This is an optimization exercise on Yosys and OpenROAD, whose aim is small area and a short achievable clock period, not a production implementation. Only simulation tests tie the RTL to the original design; equivalence was not proved. Power is estimated from default activity; no workload was simulated.

Setup of before:
## single_cycle_processor
module single_cycle_processor(clk,reset,imem_addr,imem_data,dmem_addr,dmem_wdata,dmem_we,dmem_rdata);
Size in the first run: about 2100 cells after synthesis, ~540 flip-flops, about 160 I/O pins, about 0.028 sq mm of cells after synthesis.
clock: 12.0 ns
lec_check: 0
cap_margin: 20
core_margin: 2
core_utilization: 40
setup_slack_margin: 4
slew_margin: 20
synth_hierarchical: 1
synth_minimum_keep_size: 0
run.sh (not shown) runs the stock make flow with config.mk's settings and CLKGATE_MAP_FILE= SYNTH_SCRIPT=/design/flow/synth_recipe.tcl, a recipe that flattens the netlist after the stock synthesis.
before ran to completion and came out clean on the timing, design-rule and antenna checks.
Input changes introduced in after (baseline for comparison: before):
==> flow/flow/run.sh (new file) <==
#!/bin/bash
# The standard layout (the standard.sh), with the port buffers made from
# buf_2 cells instead of ORFS's default choice (a delay cell).
set -o pipefail
export BUFFER_PORTS_ARGS="-buffer_cell sky130_fd_sc_hd__buf_2"
bash standard.sh > standard.log 2>&1
==> flow/standard.sh (new file) <==
#!/bin/bash
# synth_recipe.tcl (not shown) runs the flow's synth.tcl, then flattens the netlist and writes it again
# the make line also repeats each setting of config.mk as NAME=value (left out here)
make -C /OpenROAD-flow-scripts/flow DESIGN_CONFIG=/design/flow/config.mk WORK_HOME=/design/flow/orfs CLKGATE_MAP_FILE= SYNTH_SCRIPT=/design/flow/synth_recipe.tcl "${@:-finish}"
-- flow/config.mk --
<<< before, line 9
export CORE_MARGIN = 2
export CORE_UTILIZATION = 40
export SETUP_SLACK_MARGIN = 4
export SLEW_MARGIN = 20
>>> after, line 9
export CORE_MARGIN = 2
export CORE_UTILIZATION = 40
export CTS_BUF_LIST = sky130_fd_sc_hd__clkbuf_4 sky130_fd_sc_hd__clkbuf_8
export SETUP_SLACK_MARGIN = 4
export SLEW_MARGIN = 20
removed: flow/run.sh
[summary]
In the flow results for after and before, the time the final worst path needs with I/O delays and setup is smaller on after. On setup slack: after sits above before. Going from before to after, relative contribution of the clock network to total power now sits at about the same level; number of nets in the layout now sits lower. met4 as the highest routing layer actually used was reported by after, and met5 by before. Looking at estimated wirelength of the detail-placed design, after sits 10% below before. When after is set beside before, its number of ordinary and repair buffers in the finished layout turns out to be 24% smaller.

---

single_cycle_processor, a different RTL version from the one above (not shown whole).
Size: about 2100 cells after synthesis, ~160 I/O pins, roughly 27000 um2 of cells after synthesis.
==> flow/config.mk <==
export PLATFORM = sky130hd
export DESIGN_NAME = single_cycle_processor
export DESIGN_NICKNAME = single_cycle_processor
export VERILOG_FILES = /design/flow/design.v
export SDC_FILE = /design/flow/constraint.sdc
export NUM_CORES = 4
export LEC_CHECK = 0
export CAP_MARGIN = 20
export CORE_MARGIN = 2
export CORE_UTILIZATION = 40
export CTS_BUF_LIST = sky130_fd_sc_hd__clkbuf_4 sky130_fd_sc_hd__clkbuf_8
export SETUP_SLACK_MARGIN = 4
export SLEW_MARGIN = 20
export SYNTH_HIERARCHICAL = 1
export SYNTH_MINIMUM_KEEP_SIZE = 0
==> flow/constraint.sdc <==
create_clock -name core_clock -period 12.0 [get_ports {clk}]
set_input_delay 2.4000 -clock core_clock [delete_from_list [all_inputs] [get_ports {clk}]]
set_output_delay 2.4000 -clock core_clock [all_outputs]
set_load 0.01 [all_outputs]
standard.sh (not shown) runs the stock make flow with config.mk's settings and CLKGATE_MAP_FILE= SYNTH_SCRIPT=/design/flow/synth_recipe.tcl, a recipe that flattens the netlist after the stock synthesis.
==> flow/flow/run.sh <==
#!/bin/bash
# The standard layout (the standard.sh), with the port buffers made from
# buf_2 cells instead of ORFS's default choice (a delay cell).
set -o pipefail
export BUFFER_PORTS_ARGS="-buffer_cell sky130_fd_sc_hd__buf_2"
bash standard.sh > standard.log 2>&1
Rerun with:
Settings changed: CORE_UTILIZATION 40 to 50, CTS_CLUSTER_DIAMETER set to 60, CTS_CLUSTER_SIZE set to 12.
The changed run produced a clean layout.
Clock-buffer cell count fell by 33.
Utilization went up by 10 points.
Worst setup slack is better by 0.0056 ns.
Rerun with:
Settings changed: CORE_UTILIZATION 50 to 40.
=> The changed run passed the timing, design-rule and antenna checks; synthesized cell count is unchanged; routed wire length rises slightly; clock power rises by a few percent; setup slack gains 0.028 ns; area after synthesis does not change; non-clock buffer count rises by 11; die area rises by a quarter to a third; clock-buffer cell count falls by 1; flip-flop and latch count stays the same.

port drivers added, routing unchanged:
Ports are ideal in the flow. The routed layouts listed here were re-timed in OpenROAD.
Step 1 (the two cells are an assumption about what drives the block):
set clk [get_ports {clk}]
set_driving_cell -lib_cell sky130_fd_sc_hd__clkbuf_16 $clk
set_driving_cell -lib_cell sky130_fd_sc_hd__buf_2 [delete_from_list [all_inputs] $clk]
Step 2, shift: input delay + t, output delay - t, t = (earliest + latest rising clock arrival at the registers) / 2. This alone moves slack from input paths to output paths.
Slacks: ideal / step 1 / step 2; pairs: ideal / step 1.
run	t (ns)	setup WS [ns]	worst hold slack (ns)
before	0.673	4.016 / 3.944 / 3.486	0.522 / 0.522 / 0.522
after	0.744	4.104 / 4.074 / 3.461	0.502 / 0.502 / 0.502
the first run of note 2	0.758	4.068 / 4.045 / 3.428	0.507 / 0.507 / 0.507
the second run of note 2	0.757	4.073 / 4.042 / 3.460	0.501 / 0.501 / 0.501
the third run of note 2	0.767	4.101 / 4.079 / 3.407	0.514 / 0.514 / 0.514
After both steps setup and hold are still met in every run listed. The setup slack of the third run of note 2, which loses most, moves by -0.022 ns with the drivers and by -0.694 ns with both steps.
